Background: an optimization exercise with open tools, aiming at small area and a short achievable clock period. Do not read the settings as production practice. Where RTL was checked, it was by simulation tests only, not by an equivalence proof against the original. Function not checked in run 8: the RTL went through the layout flow alone. Power figures rest on the tool's default switching activity, not on a simulated workload.

==> design.v <==
module  fir(
	input clk,
	input rst_n,
	input enable,
	input [2:0] tap,		 
	input [15:0] data_in,
	output [17:0] data_out,
	output complete
);
reg [15:0] d1, d2;		 
reg v1, v2, v3, done;		 
reg [5:2] ld;			 
reg [15:0] h1, h2;		 
reg [2:0] h2c;			 
reg [15:0] h3, h4, h5;		 
reg [17:0] s3, c3;		 
reg [17:0] result;
always @(posedge clk) begin
	d1 <= data_in;
	d2 <= d1;
end
always @(posedge clk or negedge rst_n) begin
	if (!rst_n) begin
		v1 <= 1'b0;
		v2 <= 1'b0;
		v3 <= 1'b0;
		done <= 1'b0;
		ld <= 4'b0;
	end else begin
		v1 <= enable;
		v2 <= v1;
		v3 <= v2;
		done <= v3;
		ld[2] <= v1 & (tap > 3'd2);
		ld[3] <= v1 & (tap > 3'd3);
		ld[4] <= v1 & (tap > 3'd4);
		ld[5] <= v1 & (tap > 3'd5);
	end
end
wire [12:0] h1x3_lo = {1'b0, h1[11:0]} + {h1[10:0], 1'b0};
wire [4:0] h1x3_c4 = {1'b0, h1[3:0]} + {h1[2:0], 1'b0};
wire [8:0] h1x3_c8 = {1'b0, h1[7:0]} + {h1[6:0], 1'b0};
wire [2:0] h1c = {h1x3_lo[12], h1x3_c8[8], h1x3_c4[4]};
wire [3:0] t0 = h2[3:0] + {h2[2:0], 1'b0};
wire [3:0] t1 = h2[7:4] + h2[6:3] + h2c[0];
wire [3:0] t2 = h2[11:8] + h2[10:7] + h2c[1];
wire [3:0] t3 = h2[15:12] + h2[14:11] + h2c[2];
wire [15:0] h2x3 = {t3, t2, t1, t0};
always @(posedge clk or negedge rst_n) begin
	if (!rst_n) begin
		h1 <= 0;
		h2 <= 0;
		h2c <= 0;
		h3 <= 0;
		h4 <= 0;
		h5 <= 0;
	end else begin
		if (v2) h1 <= d2;
		if (ld[2]) begin
			h2 <= h1;
			h2c <= h1c;
		end
		if (ld[3]) h3 <= h2x3;
		if (ld[4]) h4 <= h3;
		if (ld[5]) h5 <= h4;
	end
end
wire [17:0] o0 = {2'b0, d2};
wire [17:0] o1 = {2'b0, h1[14:0], 1'b0};
wire [17:0] o2 = {2'b0, h2[14:0], 1'b0};
wire [17:0] o3 = {2'b0, h3};
wire [17:0] o4 = {2'b0, h4};
wire [17:0] o5 = {2'b0, h5};
wire [17:0] a_s = o0 ^ o1 ^ o2;
wire [17:0] a_c = ((o0 & o1) | (o0 & o2) | (o1 & o2)) << 1;
wire [17:0] b_s = o3 ^ o4 ^ o5;
wire [17:0] b_c = ((o3 & o4) | (o3 & o5) | (o4 & o5)) << 1;
wire [17:0] e_s = a_s ^ a_c ^ b_s;
wire [17:0] e_c = ((a_s & a_c) | (a_s & b_s) | (a_c & b_s)) << 1;
wire [17:0] f_s = e_s ^ e_c ^ b_c;
wire [17:0] f_c = ((e_s & e_c) | (e_s & b_c) | (e_c & b_c)) << 1;
always @(posedge clk) begin
	s3 <= f_s;
	c3 <= f_c;
end
always @(posedge clk or negedge rst_n) begin
	if (!rst_n)
		result <= 0;
	else if (v3)
		result <= s3 + c3;
end
assign data_out = result;
assign complete = done;
endmodule
==> run.sh <==
#!/bin/bash
# synth_recipe.tcl (not shown) runs the flow's synth.tcl, then flattens the netlist and writes it again
# the make line also repeats each setting of config.mk as NAME=value (left out here)
make -C /OpenROAD-flow-scripts/flow DESIGN_CONFIG=/design/flow/config.mk WORK_HOME=/design/flow/orfs CLKGATE_MAP_FILE= SYNTH_SCRIPT=/design/flow/synth_recipe.tcl finish
==> config.mk <==
export PLATFORM = sky130hd
export DESIGN_NAME = fir
export DESIGN_NICKNAME = fir
export VERILOG_FILES = /design/flow/design.v
export SDC_FILE = /design/flow/constraint.sdc
export NUM_CORES = 4
export LEC_CHECK = 0
export CAP_MARGIN = 20
export CORE_MARGIN = 2
export CORE_UTILIZATION = 40
export SLEW_MARGIN = 20
==> constraint.sdc <==
create_clock -name core_clock -period 4.0 [get_ports {clk}]
set_input_delay 0.8000 -clock core_clock [delete_from_list [all_inputs] [get_ports {clk}]]
set_output_delay 0.8000 -clock core_clock [all_outputs]
set_load 0.01 [all_outputs]
==> impl_results.md, run 1 <==
* Max_cap viols at 0
* GRT overflow at 0
* Antenna fix cells at 0
* DRC violation count after routing at 0
* Clock tree buffer depth at 2
* RSZ-0062 raised after global routing: false
* Total count of hold-check failures in the final report at 0
* Syn-to-layout area delta at 16.13%
* Finished Core Util at 47.36%
* Number of standard cells after synthesis at 574
* Cts repair resizes at 0
* Die Y at 144.9 um
* Classification of the worst setup path: reg -> out
* Minimum period implied by the final worst setup slack at 2.167 ns
* Critical path startpoint: result[14]
* Finished Cell Area at 9218 um2
* Routed Antenna Nets at 0
* Level count of the clock H-tree at 4
* Number of fillers in the final layout at 1,672
* Count of flip-flops with a built-in enable after synthesis at 0
* Highest ir drop seen on vdd at 411.9 uV
* Critical path launch point type: flop
* Setup slack after layout at 1.833 ns
* CTS sink count at 174
* Pin slew with the least headroom to its limit at 0.9958 ns
* Crit-path slowest cell: sky130_fd_sc_hd__clkdlybuf4s50_1
* Number of global-route vias before repair at 4,695
* Count of final setup violators at 0
* Data required time of the worst path at 3.20 ns
* Flip-flop cell with the highest count after synthesis: sky130_fd_sc_hd__dfrtp_1
* Number of nets in the synthesized netlist at 699
* Highest fanout seen on the critical path at 3
* Compound-Gate Fraction of Synth Area at 6.715%
* Multi-input gate area at 3701 um2
* YS warnings at 1
* First-pass DRT Iterations at 5
* Placed Instance Area at 8618 um2
* Avg WL per Cell at 15.71 um
* Max frequency at 461.5 MHz
* Share of the synthesized netlist area taken by xor and xnor gates at 2.317%
* Status: complete, no violations
* Worst r2r dst: result[15]
* CP arrival at 1.37 ns
* Initial DRC Count at 215
* Largest family of logic cells by synthesized area: adder cells
* Clock root buffer: sky130_fd_sc_hd__clkbuf_16
* Critical Path Sink Type: output pin
* Reg clk slew, reported paths at 0.07 ns
* R2r startpoint: s3[3]
* Global-route wire length before repair at 23,590 um
* Classification of the worst-slack hold path: reg -> reg
* Clock tree from TritonCTS: yes
* Adder and majority gate portion of the synthesized area at 22.76%
* Total number of vias at 4,312
* Placer Congestion at 0.7790
* Row count at 51
* Count of state elements after synthesis at 174
* Area of the die at 20,990 um2
* Reg-to-reg slack, setup at 1.85 ns
* Cell family with most CP delay: buffers and inverters
* Power density over the cells at 879.5 nW/um2
* Area used by sequential logic in the layout at 4030 um2
* Number of vias per cell after detailed routing at 4.818
* Number of library cell types mapped by synthesis at 49
* Pin count of the biggest net entering global routing at 64
* Area of the placeable core at 19,460 um2
* Hold buffer count at cts at 0
* Sequential element share of the synthesized area at 50.76%
* Summed instance area of the synthesized netlist at 7938 um2
* Critical Path End: data_out[14]
* Worst reg2reg path depth at 6
* Share of cell area taken by muxes after synthesis at 10.78%
* Die boundary width at 144.9 um
* Slew Limit Fails at 0
* Clk_skew at 0.008329 ns
* Buffering stage count on the worst path with inverters included at 1
* Number of input and output port buffers inserted at 40
* Post-layout nets at 742
* Layout cells sized above 1 at 17.14%
* Delay contributed by the slowest stage of the critical path at 0.56 ns
* Syn_area_per_cell at 13.83 um2
* Number of antenna violations at the first check in global routing at 0
* Crit-path cells: clkdlybuf4s50_1
* Total stage count of the critical path at 1
* Setup Total Neg Slack at 0 ns
* Clk Latency, worst-skew pair at 0.44 ns
* Tightest hold margin at 0.3295 ns
* Setup fix buffers added after clock tree synthesis at 0
* Clock buffers created by TritonCTS at 17
* Remaining max-slew budget at the tightest pin at 33.61%
* Share of synthesized cell area in and, or, nand and nor gates at 4.051%
* Effective utilization at floorplan at 40.78%
* Worst slack, placed at 1.874 ns
* Period Utilization, post-route at 54.17%
* Number of placed I/O pins at 41
* Leakage power figure at 3.937 nW
* Half-perimeter wire length after detailed placement at 10,210 um
* GR Util All Layers at 14.94%
* Share of flip-flops with an asynchronous set or reset after synthesis at 62.64%
* Detailed-route wire length at 14,060 um
[cells in the final DEF (no fill, tap or decap), types with 3 or more instances in the layout]
cell type	instances
sky130_fd_sc_hd__o21ai_0	22
sky130_fd_sc_hd__nand3_1	3
sky130_fd_sc_hd__inv_1	35
sky130_fd_sc_hd__clkinvlp_4	3
sky130_fd_sc_hd__mux2i_1	9
sky130_fd_sc_hd__nor2b_1	5
sky130_fd_sc_hd__nor2_1	13
sky130_fd_sc_hd__o211ai_1	3
sky130_fd_sc_hd__ha_1	34
sky130_fd_sc_hd__inv_6	8
sky130_fd_sc_hd__clkdlybuf4s50_1	39
sky130_fd_sc_hd__clkbuf_16	17
sky130_fd_sc_hd__xnor2_1	18
sky130_fd_sc_hd__a21o_1	8
sky130_fd_sc_hd__a21boi_0	3
sky130_fd_sc_hd__nand2_1	24
sky130_fd_sc_hd__xor2_1	3
sky130_fd_sc_hd__dfxtp_1	65
sky130_fd_sc_hd__o311ai_0	3
sky130_fd_sc_hd__fa_1	69
sky130_fd_sc_hd__and2_1	4
sky130_fd_sc_hd__and3_1	6
sky130_fd_sc_hd__mux2_2	68
sky130_fd_sc_hd__a21oi_1	24
sky130_fd_sc_hd__dfrtp_1	108
[how the worst min path moves through the flow]
stage | end | startpoint | slack [ns] | cells past startpoint
after global placement | d2[12] | d1[12] | 0.31 | 0
final | d2[5] | d1[5] | 0.33 | 0
after floorplan | d2[0] | d1[0] | 0.31 | 0
after detailed placement | d2[11] | d1[11] | 0.31 | 0
after CTS | d2[11] | d1[11] | 0.33 | 0
after global routing | d2[11] | d1[11] | 0.33 | 0
[per-layer routing]
metal	GRT usage, %	wire length, um	vias to the layer above
li1	-	-	2037
met1	20.04	6777	2169
met2	23.63	6517	79
met3	3.093	424	27
met4	6.490	344	0
met5	0	0	-
[Yosys cell counts, types with 2 or more instances]
library cell                 n  area [um2]
sky130_fd_sc_hd__o311ai_0    3       26.28
sky130_fd_sc_hd__nor3_1      2       10.01
sky130_fd_sc_hd__nor2b_1     5       31.28
sky130_fd_sc_hd__a21boi_0    3       22.52
sky130_fd_sc_hd__mux2i_1     9       90.09
sky130_fd_sc_hd__o21ai_0    22       110.1
sky130_fd_sc_hd__a21o_1      8       60.06
sky130_fd_sc_hd__inv_1      35       131.4
sky130_fd_sc_hd__buf_1       3       11.26
sky130_fd_sc_hd__dfxtp_1    65        1301
sky130_fd_sc_hd__and3_1      6       37.54
sky130_fd_sc_hd__fa_1       69        1381
sky130_fd_sc_hd__o211ai_1    3       22.52
sky130_fd_sc_hd__a21oi_1    24       120.1
sky130_fd_sc_hd__and2_1      4       25.02
sky130_fd_sc_hd__and4_1      2       17.52
sky130_fd_sc_hd__o21a_1      2       15.01
sky130_fd_sc_hd__mux2_2     68       765.7
sky130_fd_sc_hd__dfrtp_1   109        2728
sky130_fd_sc_hd__ha_1       34       425.4
sky130_fd_sc_hd__nand3_1     3       15.01
sky130_fd_sc_hd__xnor2_1    18       157.7
sky130_fd_sc_hd__a221oi_1    2       17.52
sky130_fd_sc_hd__nor2_1     13       48.80
sky130_fd_sc_hd__nand2_1    24       90.09
sky130_fd_sc_hd__clkbuf_1   13       48.80
sky130_fd_sc_hd__xor2_1      3       26.28
[layout make-up]
cell class,instances,area share (%)
sequential,174,43.72
multi-input combinational,347,40.15
clock buffer,17,4.615
timing repair buffer,42,4.615
tap,265,3.597
clock inverter,15,1.873
inverter,35,1.425
[logic make-up after synthesis]
logic type,Yosys count
XOR/XNOR,21
AO/OA/AOI/OAI,81
adder cells (fa/ha/maj),103
flip-flops,174
buffers and inverters,53
AND/OR/NAND/NOR,65
multiplexers,77
[stage by stage]
stage,power [mW],instances
floorplan,5.364,574
global placement,6.360,863
detailed placement,6.544,863
CTS,8.246,895
global route,8.881,895
finish,8.107,895
[sequential cells by signal (all words and copies together) (netlist names), 4 cells and up]
| name | count |
|---|---|
| result | 18 |
| h4 | 16 |
| h1 | 16 |
| s3 | 17 |
| d2 | 16 |
| h5 | 16 |
| d1 | 16 |
| h3 | 16 |
| c3 | 16 |
| h2 | 16 |
| ld | 4 |
[power breakdown]
part           switching (mW)  total [mW]  internal, mW
registers               0.428        2.84          2.41
clock network           0.739        1.68         0.941
logic                    1.76        3.59          1.82
==> run 2: changes to the inputs <==
--- a/config.mk
+++ b/config.mk
@@ -8,4 +8,5 @@
 export CAP_MARGIN = 20
 export CORE_MARGIN = 2
 export CORE_UTILIZATION = 40
+export SETUP_SLACK_MARGIN = 1.9
 export SLEW_MARGIN = 20
==> run 2 against run 1 <==
Utilization increased by 0.48 points. First-iteration DRC count shrank 4.2%. Non-clock buffer count is 8 higher. Clock skew is 0.0013 ns lower. Count of clock-buffer cells in the layout unchanged. Highest routed layer unchanged. Flip-flop and latch count is the same. Hold slack about the same. Synthesized area did not move. Synthesized cell count unchanged. Critical endpoint is now s3[7]. Critical path depth is 2 higher.
==> impl_results.md, run 2 <==
* Count of placed standard cells including taps at 863
* Crit-path most repeated cell: sky130_fd_sc_hd__fa_1
* Sequential element share of the synthesized area at 50.76%
* YS warnings at 1
* Fraction of post-synthesis cell area in the top cell type by area at 34.36%
* Total number of vias at 4,346
* Placed Instance Area at 8618 um2
* DRC violation count after routing at 0
* RSZ-0062 raised after global routing: true
* Avg WL per Cell at 15.88 um
* Combinational cell fraction of total power at 44.5%
* Detailed-route wire length at 14,340 um
* Antenna fix cells at 0
* Crit-path cells: fa_1 -> fa_1 -> fa_1
* Crit-path slowest cell: sky130_fd_sc_hd__fa_1
* Finished Cell Area at 9310 um2
* Count of state elements after synthesis at 174
* Tightest hold margin at 0.3295 ns
* Number of placed I/O pins at 41
* Clk Latency, worst-skew pair at 0.44 ns
* Half-perimeter wire length after detailed placement at 10,210 um
* Count of final setup violators at 0
* Clk_skew at 0.007078 ns
* Flip-flop cell with the highest count after synthesis: sky130_fd_sc_hd__dfrtp_1
* Power density over the cells at 876.1 nW/um2
* Sequential cell fraction of total power at 34.8%
* Number of input and output port buffers inserted at 40
* Highest ir drop seen on vdd at 414.9 uV
* Critical Path Sink Type: flop
* CTS sink count at 174
* Worst slack, placed at 1.874 ns
* Pin count of the biggest net entering global routing at 64
* Die Y at 144.9 um
* Level count of the clock H-tree at 4
* Initial DRC Count at 206
* Placer Congestion at 0.7790
* CP arrival at 2.38 ns
* Data required time of the worst path at 4.31 ns
* Clock tree from TritonCTS: yes
* Commonest non-fill, non-tap cell in the layout: sky130_fd_sc_hd__dfrtp_1
* Max_cap viols at 0
* Area of the die at 20,990 um2
* GR Util All Layers at 15.02%
* Syn_area_per_cell at 13.83 um2
* Delay contributed by the slowest stage of the critical path at 0.59 ns
* Die boundary width at 144.9 um
* Reg clk slew, reported paths at 0.07 ns
* Clock tree buffer depth at 2
* Classification of the worst-slack hold path: reg -> reg
* Top-count cell post-synth: sky130_fd_sc_hd__dfrtp_1
* First-pass DRT Iterations at 4
* Top area cells in the synthesized netlist: sky130_fd_sc_hd__dfrtp_1, sky130_fd_sc_hd__fa_1, sky130_fd_sc_hd__dfxtp_1
* Fraction of power spent switching nets at 36.47%
* Setup Total Neg Slack at 0 ns
* Clock buffers created by TritonCTS at 17
* Number of antenna violations at the first check in global routing at 0
* Registers with the most flip-flops: result x18, s3 x17
* Number of nets in the synthesized netlist at 699
* Number of vias per cell after detailed routing at 4.813
* Classification of the worst setup path: reg -> reg
* Number of library cell types mapped by synthesis at 49
* Routed Antenna Nets at 0
* Global-route wire length before repair at 23,730 um
* Number of fillers in the final layout at 1,667
* Summed instance area of the synthesized netlist at 7938 um2
* Hold buffer count at cts at 0
* Number of global-route vias before repair at 4,703
* Highest fanout seen on the critical path at 2
* Clock root buffer: sky130_fd_sc_hd__clkbuf_16
* GRT overflow at 0
* Most common library cells after synthesis: sky130_fd_sc_hd__dfrtp_1, sky130_fd_sc_hd__fa_1, sky130_fd_sc_hd__mux2_2
* Slew Limit Fails at 0
* Number of standard cells in the final layout excluding fillers at 903
* Number of standard cells after synthesis at 574
* Total count of hold-check failures in the final report at 0
* Row count at 51
* Leakage power figure at 3.996 nW
* Area of the placeable core at 19,460 um2
* Finished Core Util at 47.84%
* Internal power at 5.182 mW
* Critical path launch point type: flop
* Setup slack after layout at 1.922 ns
* Power after layout at 8.156 mW
* Pin slew with the least headroom to its limit at 1.020 ns
* Post-layout nets at 750
* Biggest register: result
* Share of flip-flops with an asynchronous set or reset after synthesis at 62.64%
* Count of flip-flops with a built-in enable after synthesis at 0
* Layout cells sized above 1 at 21.63%
* Max frequency at 481.3 MHz
* Top library cells by usage in the layout, fill and taps aside: sky130_fd_sc_hd__dfrtp_1, sky130_fd_sc_hd__mux2_2, sky130_fd_sc_hd__fa_1, sky130_fd_sc_hd__dfxtp_1, sky130_fd_sc_hd__inv_1
* Flip-flop count of the largest register after layout at 18
* Remaining max-slew budget at the tightest pin at 32.00%
* Status: complete, no violations
* Switching power at 2.975 mW
* Syn-to-layout area delta at 17.29%
* Period Utilization, post-route at 51.94%
* Share of total power in the clock network at 20.6%
* Synth area leader: sky130_fd_sc_hd__dfrtp_1
* Effective utilization at floorplan at 40.78%
* Minimum period implied by the final worst setup slack at 2.078 ns
==> run 2: final cells by class <==
cell class                 count  area (um2)  share of cell area [%]
clock inverter                15       172.7                   1.855
clock buffer                  17       425.4                   4.569
inverter                      35       131.4                   1.411
sequential                   174        4045                   43.45
timing repair buffer          50       465.4                   4.999
tap                          265       331.6                   3.561
multi-input combinational    347        3739                   40.16
==> run 2: worst paths after layout <==
kind	start	to	slack, ns	cells after the start
min reg2reg	d1[5]	d2[5]	0.33	0
max	h1[6]	s3[7]	1.92	3
max reg2reg	h1[6]	s3[7]	1.92	3
max in group asynchronous	rst_n	h1[11]	2.83	2
min	d1[5]	d2[5]	0.33	0
min in group asynchronous	rst_n	h3[4]	0.39	1
==> run 2: routing by layer <==
layer	wire length (um)	vias up	GRT usage, %
met4	330	0	6.490
met3	444	19	3.093
met5	0	-	0
li1	-	2054	-
met2	6634	82	23.73
met1	6926	2191	20.20
==> run 2: cell families (layout without fill, tap and decap cells) <==
family | after synthesis | after routing | synth area share, %
flops | 174 | 174 | 50.76
fa+ha+maj | 103 | 103 | 22.76
compound gates | 81 | 81 | 6.715
mux | 77 | 77 | 10.78
simple gates | 65 | 65 | 4.051
buf+inv | 53 | 117 | 2.617
xor+xnor | 21 | 21 | 2.317
==> run 2: power groups by stage <==
stage	Sequential (mW)	Clock [mW]	Combinational (mW)
2_1_floorplan	2.80	0	2.57
3_3_place_gp	2.85	0	3.51
3_5_place_dp	2.89	0	3.66
4_1_cts	2.85	1.72	3.63
5_1_grt	2.93	1.80	4.21
6_report	2.84	1.68	3.63
==> run 2: timing repair <==
| item | 4_1_cts | 5_1_grt |
|---|---|---|
| gates cloned | 0 | 0 |
| endpoints found under the hold margin | 0 | 0 |
| setup buffers | 3 | 5 |
| gates resized for setup | 23 | 19 |
| endpoints found under the setup margin | 23 | 23 |
| pin swaps | 5 | 26 |
==> run 2: worst max-delay path, delay by kind of cell (launching register included) <==
kind	cells	cell delay (ns)
adder cells (fa/ha/maj)	3	1.53
flip-flops	1	0.42
==> run 3: changes to the inputs <==
--- a/config.mk
+++ b/config.mk
@@ -8,5 +8,8 @@
 export CAP_MARGIN = 20
 export CORE_MARGIN = 2
 export CORE_UTILIZATION = 40
+export CTS_BUF_LIST = sky130_fd_sc_hd__clkbuf_8
+export CTS_CLUSTER_DIAMETER = 100
+export CTS_CLUSTER_SIZE = 40
 export SETUP_SLACK_MARGIN = 1.9
 export SLEW_MARGIN = 20
==> run 3 against run 2 <==
Via count hardly changed. First-iteration DRC count is 7.8% higher. Clock skew is 0.0018 ns higher. Maximum frequency is 0.41% lower. Die area stayed put. Final cell count is 0.66% higher. Worst setup slack worse by 0.0085 ns. Sequential share of layout area is 0.73 points higher. Largest cell class unchanged. Synthesized cell count stayed put. Sequential power hardly changed. Routed wire length is 0.71% lower. Flip-flop and latch count stayed put. Critical path type unchanged. Critical endpoint is now s3[6].
==> impl_results.md, run 3 <==
* Count of final setup violators at 0
* Worst slack, placed at 1.874 ns
* Clock tree from TritonCTS: yes
* Synth area leader: sky130_fd_sc_hd__dfrtp_1
* Number of standard cells in the final layout excluding fillers at 909
* Leakage power figure at 3.934 nW
* Total number of vias at 4,348
* Top-count cell post-synth: sky130_fd_sc_hd__dfrtp_1
* Finished Cell Area at 9163 um2
* Flip-flop cell with the highest count after synthesis: sky130_fd_sc_hd__dfrtp_1
* Number of fillers in the final layout at 1,686
* Row count at 51
* Avg WL per Cell at 15.66 um
* Adder and majority gate portion of the synthesized area at 22.76%
* Summed instance area of the synthesized netlist at 7938 um2
* Max frequency at 479.4 MHz
* Number of nets in the synthesized netlist at 699
* Placer Congestion at 0.7790
* Number of input and output port buffers inserted at 40
* Minimum period implied by the final worst setup slack at 2.086 ns
* Reg clk slew, reported paths at 0.09 ns
* Share of synthesized cell area in and, or, nand and nor gates at 4.051%
* Total count of hold-check failures in the final report at 0
* Remaining max-slew budget at the tightest pin at 32.84%
* Most common library cells after synthesis: sky130_fd_sc_hd__dfrtp_1, sky130_fd_sc_hd__fa_1, sky130_fd_sc_hd__mux2_2
* Fraction of power spent switching nets at 37.77%
* Period Utilization, post-route at 52.15%
* Highest fanout seen on the critical path at 2
* Classification of the worst setup path: reg -> reg
* Clk_skew at 0.008856 ns
* Flip-flop count of the largest register after layout at 18
* Fraction of post-synthesis cell area in the top cell type by area at 34.36%
* Number of antenna violations at the first check in global routing at 0
* Share of cell area taken by muxes after synthesis at 10.78%
* Die Y at 144.9 um
* Area of the die at 20,990 um2
* Effective utilization at floorplan at 40.78%
* Count of state elements after synthesis at 174
* Top area cells in the synthesized netlist: sky130_fd_sc_hd__dfrtp_1, sky130_fd_sc_hd__fa_1, sky130_fd_sc_hd__dfxtp_1
* GR Util All Layers at 14.95%
* Setup slack after layout at 1.914 ns
* Share of total power in the clock network at 16.3%
* Cell depth of the worst min-delay path at 0
* Syn-to-layout area delta at 15.43%
* Number of standard cells after synthesis at 574
* Number of global-route vias before repair at 4,674
* Clock root buffer: sky130_fd_sc_hd__clkbuf_8
* Commonest non-fill, non-tap cell in the layout: sky130_fd_sc_hd__dfrtp_1
* Global-route wire length before repair at 23,540 um
* Switching power at 2.926 mW
* Half-perimeter wire length after detailed placement at 10,210 um
* Syn_area_per_cell at 13.83 um2
* Clock tree buffer depth at 2
* Clk Latency, worst-skew pair at 0.48 ns
* Routed Antenna Nets at 0
* Max_cap viols at 0
* Share of flip-flops with an asynchronous set or reset after synthesis at 62.64%
* Post-layout nets at 756
* Registers with the most flip-flops: result x18, s3 x17
* Sequential element share of the synthesized area at 50.76%
* RSZ-0062 raised after global routing: true
* Finished Core Util at 47.08%
* CP arrival at 2.42 ns
* Area of the placeable core at 19,460 um2
* Count of placed standard cells including taps at 863
* YS warnings at 1
* Worst reg2reg path depth at 3
* Antenna fix cells at 0
* Tightest hold margin at 0.3294 ns
* Layout cells sized above 1 at 22.52%
* Biggest register: result
* Hold buffer count at cts at 0
* Largest family of logic cells by synthesized area: adder cells
* DRC violation count after routing at 0
* Pin count of the biggest net entering global routing at 64
* Detailed-route wire length at 14,230 um
* First-pass DRT Iterations at 5
* Critical path launch point type: flop
* GRT overflow at 0
* Highest ir drop seen on vdd at 299.0 uV
* Critical Path Sink Type: flop
* Top library cells by usage in the layout, fill and taps aside: sky130_fd_sc_hd__dfrtp_1, sky130_fd_sc_hd__mux2_2, sky130_fd_sc_hd__fa_1, sky130_fd_sc_hd__dfxtp_1, sky130_fd_sc_hd__inv_1
* Count of flip-flops with a built-in enable after synthesis at 0
* Power density over the cells at 845.5 nW/um2
* Clock buffers created by TritonCTS at 17
* Initial DRC Count at 222
* Classification of the worst-slack hold path: reg -> reg
* Data required time of the worst path at 4.34 ns
* Number of library cell types mapped by synthesis at 49
* Setup Total Neg Slack at 0 ns
* Slew Limit Fails at 0
* Number of placed I/O pins at 41
* Compound-Gate Fraction of Synth Area at 6.715%
* Die boundary width at 144.9 um
* Placed Instance Area at 8618 um2
* Pin slew with the least headroom to its limit at 1.007 ns
* Sequential cell fraction of total power at 36.6%
* Number of vias per cell after detailed routing at 4.783
* Combinational cell fraction of total power at 47.1%
* Power after layout at 7.747 mW
* Status: complete, no violations
* Share of the synthesized netlist area taken by xor and xnor gates at 2.317%
* CTS sink count at 174
* Level count of the clock H-tree at 4
* Internal power at 4.821 mW
## run 3: cell counts after synthesis
Identical to the previous run, type by type.
## run 3: per-layer routing
layer	GRT usage [%]	share of wire [%]	up-vias
met5	0	0	-
met4	5.876	2.0	0
met3	3.784	3.0	18
met2	23.56	47	66
met1	19.96	48	2196
li1	-	-	2068
## run 3: worst max-delay path: stages, from the launching register on
cell and delay, ns:
sky130_fd_sc_hd__dfrtp_2 0.43, sky130_fd_sc_hd__fa_1 0.49, sky130_fd_sc_hd__fa_1 0.57, sky130_fd_sc_hd__fa_1 0.46
## run 3: kinds of logic after synthesis
group	after synthesis
buffers and inverters	53
adders and majority gates	103
xor gates and xnor gates	21
AOI/OAI and AO/OA	81
and+or+nand+nor	65
muxes	77
DFF	174
## run 3: path summary, 6_finish.rpt
path | from | to | slack, ns
worst max-delay path | h1[5] | s3[6] | 1.91
worst min-delay path | d1[0] | d2[0] | 0.33
worst max register to register | h1[5] | s3[6] | 1.91
worst min register to register | d1[0] | d2[0] | 0.33
max in group asynchronous | rst_n | h1[11] | 2.87
min in group asynchronous | rst_n | h2[0] | 0.34
## run 3: layout make-up
type	instances	area, um2	area share (%)
flip-flops and latches	174	4048	44.18
multi-input cells	347	3739	40.80
repair buffers	56	506.7	5.531
well taps	265	331.6	3.619
clock buffers	17	234.0	2.554
clock inverters	15	172.7	1.884
inverters	35	131.4	1.434
## run 3: timing repair
action,CTS,global route
setup buffers,3,11
gates resized for setup,24,21
pin swaps,4,20
endpoints found under the setup margin,24,23
hold endpoints to repair,0,0
## run 3: power groups by stage
stage / logic (mW) / registers [mW] / clock network [mW]
final: 3.65 / 2.83 / 1.27
after global routing: 4.23 / 2.93 / 1.38
after CTS: 3.62 / 2.84 / 1.30
after detailed placement: 3.66 / 2.89 / 0
after global placement: 3.51 / 2.85 / 0
after floorplan: 2.57 / 2.80 / 0
==> run 4: changes to the inputs <==
--- a/config.mk
+++ b/config.mk
@@ -7,7 +7,7 @@
 export LEC_CHECK = 0
 export CAP_MARGIN = 20
 export CORE_MARGIN = 2
-export CORE_UTILIZATION = 40
+export CORE_UTILIZATION = 65
 export CTS_BUF_LIST = sky130_fd_sc_hd__clkbuf_8
 export CTS_CLUSTER_DIAMETER = 100
 export CTS_CLUSTER_SIZE = 40
==> run 4 against run 3 <==
Sequential power about the same. Non-clock buffer count fell by 4. Register-to-register slack got worse by 0.02 ns. Synthesized area unchanged. Die area is 38% lower. Worst setup slack worse by 0.020 ns. Clock power decreased by 7%.
==> impl_results.md, run 4 <==
* Highest ir drop seen on vdd at 506.7 uV
* Total number of vias at 4,344
* Row count at 40
* Classification of the worst setup path: reg -> reg
* CTS sink count at 174
* GRT overflow at 0
* Count of flip-flops with a built-in enable after synthesis at 0
* Clock tree from TritonCTS: yes
* Reg-to-reg slack, setup at 1.89 ns
* Adder and majority gate portion of the synthesized area at 22.76%
* Number of fillers in the final layout at 799
* Global-route wire length before repair at 22,160 um
* Number of standard cells after synthesis at 574
* Area of the die at 13,110 um2
* Hold buffer count at cts at 0
* Power density over the cells at 849.1 nW/um2
* Share of the synthesized netlist area taken by xor and xnor gates at 2.317%
* Sequential element share of the synthesized area at 50.76%
* Worst slack, placed at 1.892 ns
* Avg WL per Cell at 17.26 um
* Setup slack after layout at 1.894 ns
* Cell family with most CP delay: compound AO/OA/AOI/OAI gates
* Share of synthesized cell area in and, or, nand and nor gates at 4.051%
* Die Y at 114.5 um
* Detailed-route wire length at 13,580 um
* Max frequency at 474.8 MHz
* CP arrival at 2.49 ns
* Clk_skew at 0.008670 ns
* Critical path launch point type: flop
* Level count of the clock H-tree at 4
* Status: complete, no violations
* Slew Limit Fails at 0
* YS warnings at 1
* Crit-path slowest cell: sky130_fd_sc_hd__o31a_1
* Die boundary width at 114.5 um
* Share of flip-flops with an asynchronous set or reset after synthesis at 62.64%
* Number of placed I/O pins at 41
* Number of library cell types mapped by synthesis at 49
* Count of final setup violators at 0
* Antenna fix cells at 0
* Clock tree buffer depth at 2
* Setup Total Neg Slack at 0 ns
* Post-layout nets at 752
* Period Utilization, post-route at 52.65%
* Remaining max-slew budget at the tightest pin at 28.77%
* Tightest hold margin at 0.3322 ns
* Syn-to-layout area delta at 13.18%
* Largest family of logic cells by synthesized area: adder cells
* Most common library cells after synthesis: sky130_fd_sc_hd__dfrtp_1, sky130_fd_sc_hd__fa_1, sky130_fd_sc_hd__mux2_2
* Number of input and output port buffers inserted at 40
* Data required time of the worst path at 4.38 ns
* Synth area leader: sky130_fd_sc_hd__dfrtp_1
* Half-perimeter wire length after detailed placement at 9451 um
* Count of state elements after synthesis at 174
* Clk Latency, worst-skew pair at 0.46 ns
* Reg clk slew, reported paths at 0.08 ns
* Clock buffers created by TritonCTS at 17
* Number of global-route vias before repair at 4,556
* Number of antenna violations at the first check in global routing at 0
* Flip-flop cell with the highest count after synthesis: sky130_fd_sc_hd__dfrtp_1
* RSZ-0062 raised after global routing: true
* Highest fanout seen on the critical path at 5
* DRC violation count after routing at 0
* Top-count cell post-synth: sky130_fd_sc_hd__dfrtp_1
* Number of vias per cell after detailed routing at 5.520
* Registers with the most flip-flops: result x18, s3 x17
* Flip-flop count of the largest register after layout at 18
* Compound-Gate Fraction of Synth Area at 6.715%
* Effective utilization at floorplan at 66.36%
* Buffering stage count on the worst path with inverters included at 1
* Critical Path Sink Type: flop
* Top library cells by usage in the layout, fill and taps aside: sky130_fd_sc_hd__dfrtp_1, sky130_fd_sc_hd__mux2_2, sky130_fd_sc_hd__fa_1, sky130_fd_sc_hd__dfxtp_1, sky130_fd_sc_hd__inv_1
* Top area cells in the synthesized netlist: sky130_fd_sc_hd__dfrtp_1, sky130_fd_sc_hd__fa_1, sky130_fd_sc_hd__dfxtp_1
* Max_cap viols at 0
* Fraction of post-synthesis cell area in the top cell type by area at 34.36%
* Pin slew with the least headroom to its limit at 1.068 ns
* Routed Antenna Nets at 0
* Clock root buffer: sky130_fd_sc_hd__clkbuf_8
* Commonest non-fill, non-tap cell in the layout: sky130_fd_sc_hd__dfrtp_1
* Share of cell area taken by muxes after synthesis at 10.78%
* Layout cells sized above 1 at 21.72%
* Summed instance area of the synthesized netlist at 7938 um2
* Crit-path cells: ha_4 -> inv_2 -> fa_2 -> nor2b_2 -> o2111a_1 -> o31a_1 -> a221oi_2 -> mux2i_1
* Leakage power figure at 3.919 nW
* Syn_area_per_cell at 13.83 um2
* GR Util All Layers at 22.67%
* Placer Congestion at 0.8752
* Initial DRC Count at 346
* Pin count of the biggest net entering global routing at 63
* Total count of hold-check failures in the final report at 0
* First-pass DRT Iterations at 4
* Minimum period implied by the final worst setup slack at 2.106 ns
* Number of nets in the synthesized netlist at 699
* Biggest register: result
* Classification of the worst-slack hold path: reg -> reg
* Delay contributed by the slowest stage of the critical path at 0.39 ns
* Area of the placeable core at 11,960 um2
-- run 4: cell counts after synthesis --
Identical to the previous run, type by type.
-- run 4: stage by stage --
step | util (%) | power (mW) | area [um2] | cells
3_5_place_dp | 70.75 | 6.436 | 8463 | 744
3_3_place_gp | 70.75 | 6.299 | 8463 | 744
4_1_cts | 73.93 | 7.591 | 8843 | 778
2_1_floorplan | - | 5.364 | 7938 | 574
5_1_grt | 75.10 | 8.340 | 8984 | 787
6_report | 75.10 | 7.628 | 8984 | 787
-- run 4: final cells by class --
class	count	area (um2)	area share (%)
Clock inverter	13	126.4	1.407
Timing Repair Buffer	52	476.7	5.306
Multi-Input combinational cell	347	3761	41.87
Sequential cell	174	4043	45.00
Clock buffer	19	261.5	2.911
Tap cell	147	183.9	2.047
Inverter	35	131.4	1.462
-- run 4: final timing paths --
kind / from / end / cells past startpoint
setup reg to reg: s3[2] / result[14] / 8
setup / recovery: s3[2] / result[14] / 8
min in group asynchronous: rst_n / result[0] / 1
hold / removal: d1[3] / d2[3] / 0
hold reg to reg: d1[3] / d2[3] / 0
max in group asynchronous: rst_n / ld[2] / 2
-- run 4: worst register-to-register path, delay by kind of cell, from the launching register on --
family,cells,cell delay (ns)
flops,1,0.34
fa+ha+maj,2,0.38
simple gates,1,0.05
buf+inv,1,0.06
compound gates,3,0.99
mux,1,0.22
-- run 4: cells by family (layout without fill, tap and decap cells) --
group | count (synthesis) | after routing
AO/OA/AOI/OAI | 81 | 81
multiplexers | 77 | 77
adder cells (fa/ha/maj) | 103 | 103
AND/OR/NAND/NOR | 65 | 65
buffers and inverters | 53 | 119
flip-flops | 174 | 174
XOR/XNOR | 21 | 21
-- run 4: per-layer routing --
layer | wire [um] | GRT usage, % | part of all wire [%] | vias to the layer above
li1 | - | - | - | 2055
met1 | 6588 | 32.45 | 49 | 2171
met2 | 6244 | 34.12 | 46 | 96
met3 | 462 | 4.764 | 3.4 | 22
met4 | 286 | 9.675 | 2.1 | 0
met5 | 0 | 0 | 0 | -
-- run 4: power by group --
part	switching (mW)	leakage, nW	internal, mW	total (mW)
logic	1.79	1.89	1.81	3.60
registers	0.436	1.83	2.41	2.85
clock network	0.641	0.200	0.539	1.18
-- run 4: repair_timing --
action	in CTS	in global routing
setup buffers	2	9
pin swaps	3	28
endpoints found under the setup margin	22	21
gates resized for setup	20	23
endpoints found under the hold margin	0	0
==> run 5: changes to the inputs <==
--- a/config.mk
+++ b/config.mk
@@ -7,9 +7,7 @@
 export LEC_CHECK = 0
 export CAP_MARGIN = 20
 export CORE_MARGIN = 2
-export CORE_UTILIZATION = 65
+export CORE_UTILIZATION = 40
 export CTS_BUF_LIST = sky130_fd_sc_hd__clkbuf_8
-export CTS_CLUSTER_DIAMETER = 100
-export CTS_CLUSTER_SIZE = 40
-export SETUP_SLACK_MARGIN = 1.9
+export SETUP_SLACK_MARGIN = 2.1
 export SLEW_MARGIN = 20
==> run 5 against run 4 <==
Global-route usage fell by 7.3 points. Worst setup slack gained 0.054 ns. First-iteration DRC count down 47%. Still clean on timing, DRC and antenna. Combinational power grew 16%. Routed wire length grew 8.5%.
==> impl_results.md, run 5 <==
* Number of nets in the synthesized netlist at 699
* Total number of vias at 4,522
* Top sig layer: met4
* Clk_skew at 0.01354 ns
* Flip-flop cell with the highest count after synthesis: sky130_fd_sc_hd__dfrtp_1
* Share of synthesized cell area in and, or, nand and nor gates at 4.051%
* GR Util All Layers at 15.32%
* Level count of the clock H-tree at 4
* Highest ir drop seen on vdd at 302.0 uV
* First-pass DRT Iterations at 4
* Routed Antenna Nets at 0
* GRT overflow at 0
* Clock root buffer: sky130_fd_sc_hd__clkbuf_8
* Minimum period implied by the final worst setup slack at 2.052 ns
* Max frequency at 487.3 MHz
* Number of input and output port buffers inserted at 40
* Leakage power figure at 4.100 nW
* Detailed-route wire length at 14,740 um
* Reg clk slew, reported paths at 0.09 ns
* Number of fillers in the final layout at 1,674
* Share of the synthesized netlist area taken by xor and xnor gates at 2.317%
* Adder and majority gate portion of the synthesized area at 22.76%
* Compound-Gate Fraction of Synth Area at 6.715%
* DRC violation count after routing at 0
* Placer Congestion at 0.7611
* Summed instance area of the synthesized netlist at 7938 um2
* Number of antenna violations at the first check in global routing at 0
* Cell depth of the worst min-delay path at 0
* Classification of the worst-slack hold path: reg -> reg
* Top library cells by usage in the layout, fill and taps aside: sky130_fd_sc_hd__dfrtp_1, sky130_fd_sc_hd__mux2_2, sky130_fd_sc_hd__dfxtp_1, sky130_fd_sc_hd__buf_4, sky130_fd_sc_hd__fa_1
* Clock tree from TritonCTS: yes
* Max_cap viols at 0
* Power after layout at 8.224 mW
* Top-count cell post-synth: sky130_fd_sc_hd__dfrtp_1
* Pin count of the biggest net entering global routing at 70
* Worst reg2reg path depth at 3
* CTS sink count at 174
* Initial DRC Count at 184
* Post-layout nets at 795
* Count of final setup violators at 0
* Count of state elements after synthesis at 174
* Sequential element share of the synthesized area at 50.76%
* Number of placed I/O pins at 41
* Critical Path Sink Type: flop
* Flip-flop count of the largest register after layout at 18
* Data required time of the worst path at 4.35 ns
* Die boundary width at 144.9 um
* Top area cells in the synthesized netlist: sky130_fd_sc_hd__dfrtp_1, sky130_fd_sc_hd__fa_1, sky130_fd_sc_hd__dfxtp_1
* Layout cells sized above 1 at 35.72%
* RSZ-0062 raised after global routing: true
* Amount of wire on met2 after detailed routing at 6672 um
* Total count of hold-check failures in the final report at 0
* Share of cell area taken by muxes after synthesis at 10.78%
* Pin slew with the least headroom to its limit at 0.9083 ns
* Clk Latency, worst-skew pair at 0.46 ns
* YS warnings at 1
* Classification of the worst setup path: reg -> reg
* Commonest non-fill, non-tap cell in the layout: sky130_fd_sc_hd__dfrtp_1
* Synth area leader: sky130_fd_sc_hd__dfrtp_1
* Avg WL per Cell at 15.54 um
* Count of flip-flops with a built-in enable after synthesis at 0
* Slew Limit Fails at 0
* Clock buffers created by TritonCTS at 17
* Number of global-route vias before repair at 4,807
* Amount of wire on met3 after detailed routing at 481 um
* Hold buffer count at cts at 0
* Share of flip-flops with an asynchronous set or reset after synthesis at 62.64%
* Fraction of post-synthesis cell area in the top cell type by area at 34.36%
* Setup Total Neg Slack at 0 ns
* Clock tree buffer depth at 2
* Number of library cell types mapped by synthesis at 49
* Syn-to-layout area delta at 20.55%
* Effective utilization at floorplan at 40.78%
* Die Y at 144.9 um
* Detailed-routing wirelength on met1 at 7325 um
* Antenna fix cells at 0
* Most common library cells after synthesis: sky130_fd_sc_hd__dfrtp_1, sky130_fd_sc_hd__fa_1, sky130_fd_sc_hd__mux2_2
* Status: complete, no violations
* Half-perimeter wire length after detailed placement at 10,250 um
* Remaining max-slew budget at the tightest pin at 39.44%
* Number of standard cells after synthesis at 574
* Area of the die at 20,990 um2
* Row count at 51
* Area of the placeable core at 19,460 um2
* CP arrival at 2.40 ns
* Registers with the most flip-flops: result x18, s3 x17
* Power density over the cells at 859.5 nW/um2
* Number of vias per cell after detailed routing at 4.770
* Biggest register: result
* Syn_area_per_cell at 13.83 um2
* Global-route wire length before repair at 24,500 um
* Largest family of logic cells by synthesized area: adder cells
* Highest fanout seen on the critical path at 2
* Period Utilization, post-route at 51.30%
* Critical path launch point type: flop
-- run 5: routing by layer --
layer	GRT usage (%)	vias up
li1	-	2149
met1	21.74	2277
met2	23.31	74
met3	3.521	22
met4	5.161	0
met5	0	-
-- run 5: worst max-delay path: stages (launching register included) --
cell and delay, ns:
sky130_fd_sc_hd__dfrtp_1 0.42, sky130_fd_sc_hd__fa_1 0.53, sky130_fd_sc_hd__fa_2 0.57, sky130_fd_sc_hd__fa_2 0.43
-- run 5: kinds of logic after synthesis --
group / count (synthesis)
buffers and inverters: 53
and+or+nand+nor: 65
adders and majority gates: 103
xor gates and xnor gates: 21
AOI/OAI and AO/OA: 81
muxes: 77
DFF: 174
-- run 5: path summary, 6_finish.rpt --
kind                            startpoint      to  slack (ns)
worst min-delay path                 d1[2]   d2[2]        0.33
worst max register to register      h1[14]  s3[15]        1.95
worst min register to register       d1[2]   d2[2]        0.33
min in group asynchronous            rst_n   h5[4]        0.46
worst max-delay path                h1[14]  s3[15]        1.95
max in group asynchronous            rst_n   h1[2]        2.71
-- run 5: power breakdown --
group	internal (mW)	switching [mW]
clock network	0.554	0.645
logic	2.20	1.96
registers	2.42	0.441
total	5.18	3.05
-- run 5: per-stage QoR --
stage                     std cells  util, %  cell area, um2  hold slack (ns)  worst slack [ns]
final                           948    49.17            9569           0.3328             1.948
after global routing            948    49.17            9569           0.3372             1.893
after CTS                       935    48.58            9455           0.3334             1.965
after detailed placement        864    44.26            8613           0.3121             1.927
after global placement          864    44.26            8613           0.3137             1.958
after floorplan                 574        -            7948           0.3096             2.048
-- run 5: cell type report --
cell class              count  area, um2  area share [%]
clock buffers              17      234.0           2.445
multi-input cells         347       3948           41.25
clock inverters            15      145.1           1.517
repair buffers             95      728.2           7.610
flip-flops and latches    174       4051           42.34
well taps                 265      331.6           3.465
inverters                  35      131.4           1.373
-- run 5: repair_timing --
item	in CTS	in global routing
resized for setup	102	46
setup endpoints to repair	62	60
pin swaps	41	28
gates cloned	0	0
buffers inserted	39	13
==> run 6: changes to the inputs <==
--- a/config.mk
+++ b/config.mk
@@ -9,5 +9,5 @@
 export CORE_MARGIN = 2
 export CORE_UTILIZATION = 40
 export CTS_BUF_LIST = sky130_fd_sc_hd__clkbuf_8
-export SETUP_SLACK_MARGIN = 2.1
+export SETUP_SLACK_MARGIN = 1.7
 export SLEW_MARGIN = 20
==> run 6 against run 5 <==
Combinational power is 14% lower. Utilization is 2.8 points lower. Synthesized cell count stayed put. Synthesized area stayed put. Non-clock buffer count is 53 lower. Hold slack worse by 0.0011 ns. Sequential power hardly changed. Global-route usage is 0.43 points lower. Critical endpoint is now data_out[2].
==> impl_results.md, run 6 <==
* Status: complete, no violations
* Max_cap viols at 0
* Cell family with most CP delay: buffers and inverters
* Flip-flop count of the largest register after layout at 18
* GRT overflow at 0
* Clock tree from TritonCTS: yes
* Number of standard cells after synthesis at 574
* Top sig layer: met4
* Number of antenna violations at the first check in global routing at 0
* Syn_area_per_cell at 13.83 um2
* Top area cells in the synthesized netlist: sky130_fd_sc_hd__dfrtp_1, sky130_fd_sc_hd__fa_1, sky130_fd_sc_hd__dfxtp_1
* Count of state elements after synthesis at 174
* R2r startpoint: s3[3]
* Worst Hold End: d2[0]
* Commonest non-fill, non-tap cell in the layout: sky130_fd_sc_hd__dfrtp_1
* Number of input and output port buffers inserted at 40
* Data required time of the worst path at 3.20 ns
* Leakage power figure at 3.857 nW
* First-pass DRT Iterations at 4
* Amount of wire on met2 after detailed routing at 6558 um
* Number of placed I/O pins at 41
* Flip-flop cell with the highest count after synthesis: sky130_fd_sc_hd__dfrtp_1
* RSZ-0062 raised after global routing: false
* Worst slack, placed at 1.874 ns
* Global-route wire length before repair at 23,450 um
* Highest fanout seen on the critical path at 2
* Classification of the worst-slack hold path: reg -> reg
* Max frequency at 458.3 MHz
* Detailed-routing wirelength on met1 at 6743 um
* Reg-to-reg slack, setup at 1.86 ns
* Number of nets in the synthesized netlist at 699
* Avg WL per Cell at 15.67 um
* Count of final setup violators at 0
* Area of the placeable core at 19,460 um2
* Crit-path cells: clkdlybuf4s50_1
* Antenna fix cells at 0
* Total count of hold-check failures in the final report at 0
* Clock tree buffer depth at 2
* Number of global-route vias before repair at 4,669
* Die Y at 144.9 um
* YS warnings at 1
* Pin count of the biggest net entering global routing at 64
* Power after layout at 7.684 mW
* Top-count cell post-synth: sky130_fd_sc_hd__dfrtp_1
* Clock root buffer: sky130_fd_sc_hd__clkbuf_8
* Delay contributed by the slowest stage of the critical path at 0.54 ns
* Buffering stage count on the worst path with inverters included at 1
* Level count of the clock H-tree at 4
* Routed Antenna Nets at 0
* Total stage count of the critical path at 1
* Most common library cells after synthesis: sky130_fd_sc_hd__dfrtp_1, sky130_fd_sc_hd__fa_1, sky130_fd_sc_hd__mux2_2
* Total number of vias at 4,293
* Effective utilization at floorplan at 40.78%
* Clk Latency, worst-skew pair at 0.47 ns
* Area of the die at 20,990 um2
* Fraction of post-synthesis cell area in the top cell type by area at 34.36%
* Critical Path Sink Type: output pin
* DRC violation count after routing at 0
* Period Utilization, post-route at 54.56%
* GR Util All Layers at 14.88%
* Count of flip-flops with a built-in enable after synthesis at 0
* Power density over the cells at 851.0 nW/um2
* Worst r2r dst: result[15]
* Share of flip-flops with an asynchronous set or reset after synthesis at 62.64%
* Multi-input gate area at 3701 um2
* Remaining max-slew budget at the tightest pin at 32.26%
* Registers with the most flip-flops: result x18, s3 x17
* Row count at 51
* Die boundary width at 144.9 um
* Clk_skew at 0.007463 ns
* Synth area leader: sky130_fd_sc_hd__dfrtp_1
* Number of fillers in the final layout at 1,690
* Setup Total Neg Slack at 0 ns
* Biggest register: result
* Clock buffers created by TritonCTS at 17
* CP arrival at 1.38 ns
* CTS sink count at 174
* Syn-to-layout area delta at 13.75%
* Slew Limit Fails at 0
* Number of library cell types mapped by synthesis at 49
* Number of vias per cell after detailed routing at 4.797
* Pin slew with the least headroom to its limit at 1.016 ns
* Cell depth of the worst min-delay path at 0
* Post-layout nets at 742
* Minimum period implied by the final worst setup slack at 2.182 ns
* Critical path launch point type: flop
* Area used by sequential logic in the layout at 4030 um2
* Half-perimeter wire length after detailed placement at 10,210 um
* Detailed-route wire length at 14,020 um
* Initial DRC Count at 200
* Crit-path slowest cell: sky130_fd_sc_hd__clkdlybuf4s50_1
* Classification of the worst setup path: reg -> out
* Amount of wire on met3 after detailed routing at 451 um
* Reg clk slew, reported paths at 0.09 ns
* Highest ir drop seen on vdd at 299.1 uV
* Summed instance area of the synthesized netlist at 7938 um2
* Sequential element share of the synthesized area at 50.76%
* Layout cells sized above 1 at 17.14%
* Top library cells by usage in the layout, fill and taps aside: sky130_fd_sc_hd__dfrtp_1, sky130_fd_sc_hd__fa_1, sky130_fd_sc_hd__mux2_2, sky130_fd_sc_hd__dfxtp_1, sky130_fd_sc_hd__clkdlybuf4s50_1
* Placer Congestion at 0.7790
* Setup slack after layout at 1.818 ns
* Worst reg2reg path depth at 6
* Min-Delay Startpoint: d1[0]
==> run 6: through the flow <==
step	area, um2	hold slack [ns]	util (%)	cells
floorplan	7938	0.3096	-	574
global placement	8618	0.3116	44.28	863
detailed placement	8618	0.3135	44.28	863
CTS	9025	0.3368	46.37	895
global route	9029	0.3386	46.39	895
finish	9029	0.3317	46.39	895
==> run 6: cell families after synthesis <==
family | Yosys count | synth area share (%)
and+or+nand+nor | 65 | 4.051
DFF | 174 | 50.76
buffers and inverters | 53 | 2.617
AOI/OAI and AO/OA | 81 | 6.715
adders and majority gates | 103 | 22.76
xor gates and xnor gates | 21 | 2.317
muxes | 77 | 10.78
==> run 6: area by class of cell <==
type / instances / area share, %
Sequential cell: 174 / 44.64
Multi-Input combinational cell: 347 / 40.99
Timing Repair Buffer: 42 / 4.739
Tap cell: 265 / 3.672
Clock buffer: 17 / 2.591
Clock inverter: 15 / 1.912
Inverter: 35 / 1.455
==> run 6: power by group <==
part / switching (mW) / leakage (nW) / internal [mW] / total, mW
logic: 1.76 / 1.82 / 1.82 / 3.59
clock network: 0.689 / 0.197 / 0.575 / 1.26
registers: 0.426 / 1.84 / 2.41 / 2.83
==> run 6: what timing repair did <==
action / 4_1_cts / 5_1_grt
hold buffers: 0 / 0
setup endpoints to repair: 0 / 1
buffers inserted: 0 / 0
resized for setup: 0 / 1
==> run 6: how the worst max path moves through the flow <==
stage          startpoint            to  slack, ns
3_3_place_gp        h1[5]         s3[6]       1.90
3_5_place_dp        h1[5]         s3[6]       1.87
4_1_cts        result[14]  data_out[14]       1.75
6_report        result[2]   data_out[2]       1.82
2_1_floorplan       h1[9]        s3[10]       2.00
5_1_grt        result[15]  data_out[15]       1.74
==> run 6: layer usage <==
layer  track usage, %  up-vias
li1                 -     2041
met1            19.83     2159
met2            23.46       75
met3            3.784       18
met4            5.876        0
met5                0        -
==> run 7: changes to the inputs <==
--- a/config.mk
+++ b/config.mk
@@ -9,5 +9,5 @@
 export CORE_MARGIN = 2
 export CORE_UTILIZATION = 40
 export CTS_BUF_LIST = sky130_fd_sc_hd__clkbuf_8
-export SETUP_SLACK_MARGIN = 1.7
+export SETUP_SLACK_MARGIN = 1.9
 export SLEW_MARGIN = 20
==> run 7 against run 6 <==
Still clean on timing, DRC and antenna. Non-clock buffer count rose by 14. Maximum frequency rose by 4.6%. Flip-flop and latch count did not move. Clock skew rose by 0.0014 ns. First-iteration DRC count rose by 11%. Worst setup slack improved by 0.096 ns. Final area rose by 1.5%. Hold slack got worse by 0.0024 ns. Critical path depth rose by 2. Die area did not move. Clock power barely moved. Critical endpoint is now s3[6].
==> impl_results.md, run 7 <==
* Placer Congestion at 0.7790
* Number of standard cells after synthesis at 574
* Count of flip-flops with a built-in enable after synthesis at 0
* Flip-flop cell with the highest count after synthesis: sky130_fd_sc_hd__dfrtp_1
* Global-route wire length before repair at 23,540 um
* Effective utilization at floorplan at 40.78%
* Flip-flop count of the largest register after layout at 18
* Power density over the cells at 845.5 nW/um2
* Highest ir drop seen on vdd at 299.0 uV
* Registers with the most flip-flops: result x18, s3 x17
* Remaining max-slew budget at the tightest pin at 32.84%
* Count of state elements after synthesis at 174
* R2r startpoint: h1[5]
* Die Y at 144.9 um
* Count of placed standard cells including taps at 863
* Number of standard cells in the final layout excluding fillers at 909
* Number of antenna violations at the first check in global routing at 0
* GR Util All Layers at 14.95%
* Critical path launch point type: flop
* Row count at 51
* Detailed-route wire length at 14,230 um
* Syn-to-layout area delta at 15.43%
* Period Utilization, post-route at 52.15%
* Clock tree from TritonCTS: yes
* Critical Path Sink Type: flop
* First-pass DRT Iterations at 5
* Number of vias per cell after detailed routing at 4.783
* DRC violation count after routing at 0
* Area of the die at 20,990 um2
* Clock root buffer: sky130_fd_sc_hd__clkbuf_8
* Synth area leader: sky130_fd_sc_hd__dfrtp_1
* Pin slew with the least headroom to its limit at 1.007 ns
* Min-Delay Startpoint: d1[0]
* CTS sink count at 174
* Syn_area_per_cell at 13.83 um2
* Half-perimeter wire length after detailed placement at 10,210 um
* Classification of the worst-slack hold path: reg -> reg
* Avg WL per Cell at 15.66 um
* CP arrival at 2.42 ns
* Area of the placeable core at 19,460 um2
* Initial DRC Count at 222
* Highest fanout seen on the critical path at 2
* Number of global-route vias before repair at 4,674
* Number of input and output port buffers inserted at 40
* Top-count cell post-synth: sky130_fd_sc_hd__dfrtp_1
* Setup Total Neg Slack at 0 ns
* Top area cells in the synthesized netlist: sky130_fd_sc_hd__dfrtp_1, sky130_fd_sc_hd__fa_1, sky130_fd_sc_hd__dfxtp_1
* Hold buffer count at cts at 0
* Die boundary width at 144.9 um
* RSZ-0062 raised after global routing: true
* GRT overflow at 0
* Number of placed I/O pins at 41
* Leakage power figure at 3.934 nW
* Placed Instance Area at 8618 um2
* Finished Cell Area at 9163 um2
* Routed Antenna Nets at 0
* Share of flip-flops with an asynchronous set or reset after synthesis at 62.64%
* Pin count of the biggest net entering global routing at 64
* Level count of the clock H-tree at 4
* Clock tree buffer depth at 2
* Clk_skew at 0.008856 ns
* Total number of vias at 4,348
* Data required time of the worst path at 4.34 ns
* Minimum period implied by the final worst setup slack at 2.086 ns
* Antenna fix cells at 0
* Max_cap viols at 0
* Top library cells by usage in the layout, fill and taps aside: sky130_fd_sc_hd__dfrtp_1, sky130_fd_sc_hd__mux2_2, sky130_fd_sc_hd__fa_1, sky130_fd_sc_hd__dfxtp_1, sky130_fd_sc_hd__inv_1
* Critical path startpoint: h1[5]
* Post-layout nets at 756
* Status: complete, no violations
* Finished Core Util at 47.08%
* Classification of the worst setup path: reg -> reg
* Number of nets in the synthesized netlist at 699
* YS warnings at 1
* Fraction of post-synthesis cell area in the top cell type by area at 34.36%
* Count of final setup violators at 0
* Most common library cells after synthesis: sky130_fd_sc_hd__dfrtp_1, sky130_fd_sc_hd__fa_1, sky130_fd_sc_hd__mux2_2
* Number of library cell types mapped by synthesis at 49
* Slew Limit Fails at 0
* Reg-to-reg slack, setup at 1.91 ns
* Clk Latency, worst-skew pair at 0.48 ns
* Reg clk slew, reported paths at 0.09 ns
* Layout cells sized above 1 at 22.52%
* Summed instance area of the synthesized netlist at 7938 um2
* Clock buffers created by TritonCTS at 17
* Sequential element share of the synthesized area at 50.76%
* Total count of hold-check failures in the final report at 0
* Commonest non-fill, non-tap cell in the layout: sky130_fd_sc_hd__dfrtp_1
* Max frequency at 479.4 MHz
* Biggest register: result
-- run 7: path summary, 6_finish.rpt --
| path | depth (start not counted) | end |
|---|---|---|
| max | 3 | s3[6] |
| min | 0 | d2[0] |
| max reg2reg | 3 | s3[6] |
| min reg2reg | 0 | d2[0] |
| max in group asynchronous | 2 | h1[11] |
| min in group asynchronous | 1 | h2[0] |
-- run 7: cell type report --
type / count / area, um2
Multi-Input combinational cell: 347 / 3739
Timing Repair Buffer: 56 / 506.7
Inverter: 35 / 131.4
Clock buffer: 17 / 234.0
Fill cell: 1686 / 10300
Clock inverter: 15 / 172.7
Sequential cell: 174 / 4048
Tap cell: 265 / 331.6
-- run 7: per-layer routing --
layer | vias up | part of all wire (%) | global-route usage [%]
li1 | 2068 | - | -
met4 | 0 | 2.0 | 5.876
met1 | 2196 | 48 | 19.96
met5 | - | 0 | 0
met3 | 18 | 3.0 | 3.784
met2 | 66 | 47 | 23.56
-- run 7: kinds of logic (layout without fill, tap and decap cells) --
family          count (synthesis)  after routing  synth area share (%)
compound gates                 81             81                 6.715
simple gates                   65             65                 4.051
mux                            77             77                 10.78
xor+xnor                       21             21                 2.317
buf+inv                        53            123                 2.617
flops                         174            174                 50.76
fa+ha+maj                     103            103                 22.76
-- run 7: timing repair --
| item | 4_1_cts | 5_1_grt |
|---|---|---|
| resized for setup | 24 | 21 |
| pin swaps | 4 | 20 |
| endpoints found under the hold margin | 0 | 0 |
| buffers inserted | 3 | 11 |
| setup endpoints to repair | 24 | 23 |
-- run 7: per-stage QoR --
stage	hold WS [ns]	total power [mW]	setup slack, ns
after CTS	0.3368	7.770	1.905
after global routing	0.3386	8.532	1.857
final	0.3294	7.747	1.914
after global placement	0.3116	6.360	1.900
after floorplan	0.3096	5.364	2.000
after detailed placement	0.3135	6.544	1.874
-- run 7: worst max-delay path, cell delays in order, from the launching register on --
cell                      delay [ns]
sky130_fd_sc_hd__dfrtp_2        0.43
sky130_fd_sc_hd__fa_1           0.49
sky130_fd_sc_hd__fa_1           0.57
sky130_fd_sc_hd__fa_1           0.46
-- run 7: power breakdown --
group	leakage, nW	switching, mW	internal, mW
Combinational	1.91	1.81	1.83
Clock	0.197	0.690	0.575
Sequential	1.83	0.422	2.41
Total	3.93	2.93	4.82
==> run 8: changes to the inputs <==
--- a/design.v
+++ b/design.v
@@ -11,7 +11,7 @@
 reg v1, v2, v3, done;		 
 reg [5:2] ld;			 
 reg [15:0] h1, h2;		 
-reg [2:0] h2c;			 
+reg h2c;			 
 reg [15:0] h3, h4, h5;		 
 reg [17:0] s3, c3;		 
 reg [17:0] result;
@@ -37,15 +37,11 @@
 		ld[5] <= v1 & (tap > 3'd5);
 	end
 end
-wire [12:0] h1x3_lo = {1'b0, h1[11:0]} + {h1[10:0], 1'b0};
-wire [4:0] h1x3_c4 = {1'b0, h1[3:0]} + {h1[2:0], 1'b0};
-wire [8:0] h1x3_c8 = {1'b0, h1[7:0]} + {h1[6:0], 1'b0};
-wire [2:0] h1c = {h1x3_lo[12], h1x3_c8[8], h1x3_c4[4]};
-wire [3:0] t0 = h2[3:0] + {h2[2:0], 1'b0};
-wire [3:0] t1 = h2[7:4] + h2[6:3] + h2c[0];
-wire [3:0] t2 = h2[11:8] + h2[10:7] + h2c[1];
-wire [3:0] t3 = h2[15:12] + h2[14:11] + h2c[2];
-wire [15:0] h2x3 = {t3, t2, t1, t0};
+wire [8:0] h1x3_lo = {1'b0, h1[7:0]} + {h1[6:0], 1'b0};
+wire h1c = h1x3_lo[8];
+wire [7:0] t0 = h2[7:0] + {h2[6:0], 1'b0};
+wire [7:0] t1 = h2[15:8] + h2[14:7] + h2c;
+wire [15:0] h2x3 = {t1, t0};
 always @(posedge clk or negedge rst_n) begin
 	if (!rst_n) begin
 		h1 <= 0;
==> run 8 against run 7 <==
Final area grew 0.82%. Critical path type unchanged. Critical endpoint is now s3[3]. Count of clock-buffer cells in the layout unchanged. Still clean. Largest power group unchanged. Final cell count increased by 0.55%. Critical path depth unchanged.
==> impl_results.md, run 8 <==
* Number of standard cells after synthesis at 572
* Commonest non-fill, non-tap cell in the layout: sky130_fd_sc_hd__dfrtp_1
* Status: complete, no violations
* Share of total power in the clock network at 16.5%
* Layout cells sized above 1 at 26.66%
* Number of placed I/O pins at 41
* Detailed-route wire length at 14,480 um
* Switching power at 3.107 mW
* Power density over the cells at 884.6 nW/um2
* Top area cells in the synthesized netlist: sky130_fd_sc_hd__dfrtp_1, sky130_fd_sc_hd__dfxtp_1, sky130_fd_sc_hd__fa_1
* Pin count of the biggest net entering global routing at 66
* Reg clk slew, reported paths at 0.09 ns
* Remaining max-slew budget at the tightest pin at 27.30%
* Syn_area_per_cell at 13.82 um2
* Critical Path Sink Type: flop
* Number of standard cells in the final layout excluding fillers at 914
* Reg-to-reg slack, setup at 1.92 ns
* Share of flip-flops with an asynchronous set or reset after synthesis at 62.21%
* Number of library cell types mapped by synthesis at 57
* Routed Antenna Nets at 0
* Global-route wire length before repair at 23,880 um
* Area of the die at 20,910 um2
* Row count at 51
* Setup Total Neg Slack at 0 ns
* RSZ-0062 raised after global routing: true
* Avg WL per Cell at 15.84 um
* Number of global-route vias before repair at 4,625
* Count of final setup violators at 0
* Area of the placeable core at 19,400 um2
* Most common library cells after synthesis: sky130_fd_sc_hd__dfrtp_1, sky130_fd_sc_hd__mux2_2, sky130_fd_sc_hd__dfxtp_1, sky130_fd_sc_hd__fa_1, sky130_fd_sc_hd__ha_1
* Registers with the most flip-flops: result x18, s3 x17
* Finished Core Util at 47.62%
* Slew Limit Fails at 0
* Count of state elements after synthesis at 172
* Total number of vias at 4,532
* Level count of the clock H-tree at 4
* Die Y at 144.6 um
* Flip-flop count of the largest register after layout at 18
* YS warnings at 1
* Count of placed standard cells including taps at 864
* Placer Congestion at 0.8054
* Summed instance area of the synthesized netlist at 7906 um2
* Highest fanout seen on the critical path at 2
* Clk Latency, worst-skew pair at 0.46 ns
* Max frequency at 481.3 MHz
* Count of flip-flops with a built-in enable after synthesis at 0
* Number of antenna violations at the first check in global routing at 0
* Critical path launch point type: flop
* Internal power at 5.065 mW
* Pin slew with the least headroom to its limit at 1.091 ns
* Flip-flop cell with the highest count after synthesis: sky130_fd_sc_hd__dfrtp_1
* Effective utilization at floorplan at 40.76%
* Number of nets in the synthesized netlist at 694
* Clock tree from TritonCTS: yes
* Clk_skew at 0.01165 ns
* Minimum period implied by the final worst setup slack at 2.078 ns
* CTS sink count at 172
* Fraction of power spent switching nets at 38.02%
* Synth area leader: sky130_fd_sc_hd__dfrtp_1
* GR Util All Layers at 15.09%
* Placed Instance Area at 8591 um2
* Number of input and output port buffers inserted at 40
* Clock tree buffer depth at 2
* Fraction of post-synthesis cell area in the top cell type by area at 33.87%
* Die boundary width at 144.6 um
* Max_cap viols at 0
* Initial DRC Count at 235
* Clock root buffer: sky130_fd_sc_hd__clkbuf_8
* First-pass DRT Iterations at 4
* Post-layout nets at 758
* Top-count cell post-synth: sky130_fd_sc_hd__dfrtp_1
* Top library cells by usage in the layout, fill and taps aside: sky130_fd_sc_hd__dfrtp_1, sky130_fd_sc_hd__mux2_2, sky130_fd_sc_hd__dfxtp_1, sky130_fd_sc_hd__fa_1, sky130_fd_sc_hd__ha_1
* Antenna fix cells at 0
* Number of vias per cell after detailed routing at 4.958
* CP arrival at 2.42 ns
* Sequential element share of the synthesized area at 50.32%
* Finished Cell Area at 9238 um2
* Combinational cell fraction of total power at 49.0%
* Leakage power figure at 3.879 nW
* Syn-to-layout area delta at 16.84%
* Clock buffers created by TritonCTS at 17
* Classification of the worst-slack hold path: reg -> reg
* GRT overflow at 0
* Half-perimeter wire length after detailed placement at 10,190 um
* Data required time of the worst path at 4.34 ns
* Sequential cell fraction of total power at 34.5%
* Total count of hold-check failures in the final report at 0
* Power after layout at 8.172 mW
* Classification of the worst setup path: reg -> reg
* Biggest register: result
* DRC violation count after routing at 0
* Period Utilization, post-route at 51.95%
* Highest ir drop seen on vdd at 359.9 uV
run 8: cell types whose count changed after synthesis, sizes merged, moves of 4 or more:
cell | before | now
mux2 | 68 | 80
a21oi | 25 | 29
nor2 | 13 | 18
clkbuf | 13 | 9
o21ai | 23 | 19
inv | 35 | 17
fa | 69 | 65
mux2i | 9 | 3
nor3 | 2 | 8
and3 | 6 | 2
xnor2 | 18 | 11
run 8: final cells by class:
cell class,count,area [um2]
Clock buffer,17,234.0
Clock inverter,15,209.0
Sequential cell,172,4000
Multi-Input combinational cell,367,3871
Timing Repair Buffer,60,524.3
Fill cell,1728,10160
Inverter,18,67.56
Tap cell,265,331.6
run 8: what timing repair did:
action / in CTS / in global routing
setup buffers: 5 / 13
gates resized for setup: 28 / 27
pin swaps: 11 / 37
setup endpoints to repair: 33 / 29
hold buffers: 0 / 0
run 8: logic make-up (layout without fill, tap and decap cells):
family | count (synthesis) | after routing | synth area share (%)
AO/OA/AOI/OAI | 89 | 89 | 7.596
XOR/XNOR | 15 | 15 | 1.662
adder cells (fa/ha/maj) | 100 | 100 | 22.00
buffers and inverters | 33 | 110 | 1.614
flip-flops | 172 | 172 | 50.32
multiplexers | 83 | 83 | 11.77
AND/OR/NAND/NOR | 80 | 80 | 5.033
run 8: worst paths after layout:
check,start,cells past startpoint,end
worst min-delay path,d1[14],0,d2[14]
worst max register to register,h1[2],3,s3[3]
worst min register to register,d1[14],0,d2[14]
worst max-delay path,h1[2],3,s3[3]
max in group asynchronous,rst_n,2,h2[9]
min in group asynchronous,rst_n,1,v2
run 8: worst max-delay path, cell delays in order (launching register included):
cell and delay (ns):
sky130_fd_sc_hd__dfrtp_1 0.41, sky130_fd_sc_hd__fa_1 0.59, sky130_fd_sc_hd__fa_1 0.46, sky130_fd_sc_hd__fa_1 0.49
run 8: stage by stage:
step	setup slack (ns)	hold WS (ns)
4_1_cts	1.899	0.3342
3_5_place_dp	1.809	0.3121
6_report	1.922	0.3324
3_3_place_gp	1.836	0.3124
2_1_floorplan	1.958	0.3096
5_1_grt	1.847	0.3395
run 8: power groups by stage:
stage	registers, mW	clock network (mW)	logic (mW)
floorplan	2.79	0	2.76
global placement	2.83	0	3.76
detailed placement	2.87	0	3.85
CTS	2.83	1.39	3.89
global route	2.91	1.46	4.56
finish	2.82	1.35	4.00
run 8: metal layers:
layer,global-route usage (%),routed length [um],vias to the layer above
li1,-,-,2131
met3,2.881,599,25
met4,5.876,272,0
met2,23.37,6467,96
met5,0,0,-
met1,21.10,7139,2280

==> port drivers added, routing unchanged <==
Ports are ideal in the flow. The routed layouts listed here were re-timed in OpenROAD. Step 1 assumes that a clkbuf_16 drives the clock port and a buf_2 every other input. Step 2 times the ports against the registers' clock, not the clock port: input delays grow and output delays shrink by t, the midpoint of the rising clock arrivals with the driver on. Three values: no drivers, after step 1, after step 2; two values: the first two.
run | t, ns | setup slack, ns | worst data-port slew with drivers (ns)
run 1 | 0.471 | 1.833 / 1.794 / 1.855 | 0.03
run 2 | 0.471 | 1.922 / 1.922 / 1.922 | 0.03
run 3 | 0.508 | 1.914 / 1.914 / 1.914 | 0.03
run 4 | 0.489 | 1.894 / 1.894 / 1.894 | 0.03
run 5 | 0.491 | 1.948 / 1.948 / 1.948 | 0.04
run 6 | 0.508 | 1.818 / 1.782 / 1.862 | 0.03
run 7 | 0.508 | 1.914 / 1.914 / 1.914 | 0.03
run 8 | 0.493 | 1.922 / 1.922 / 1.922 | 0.03
After both steps setup and hold are still met in every run listed.
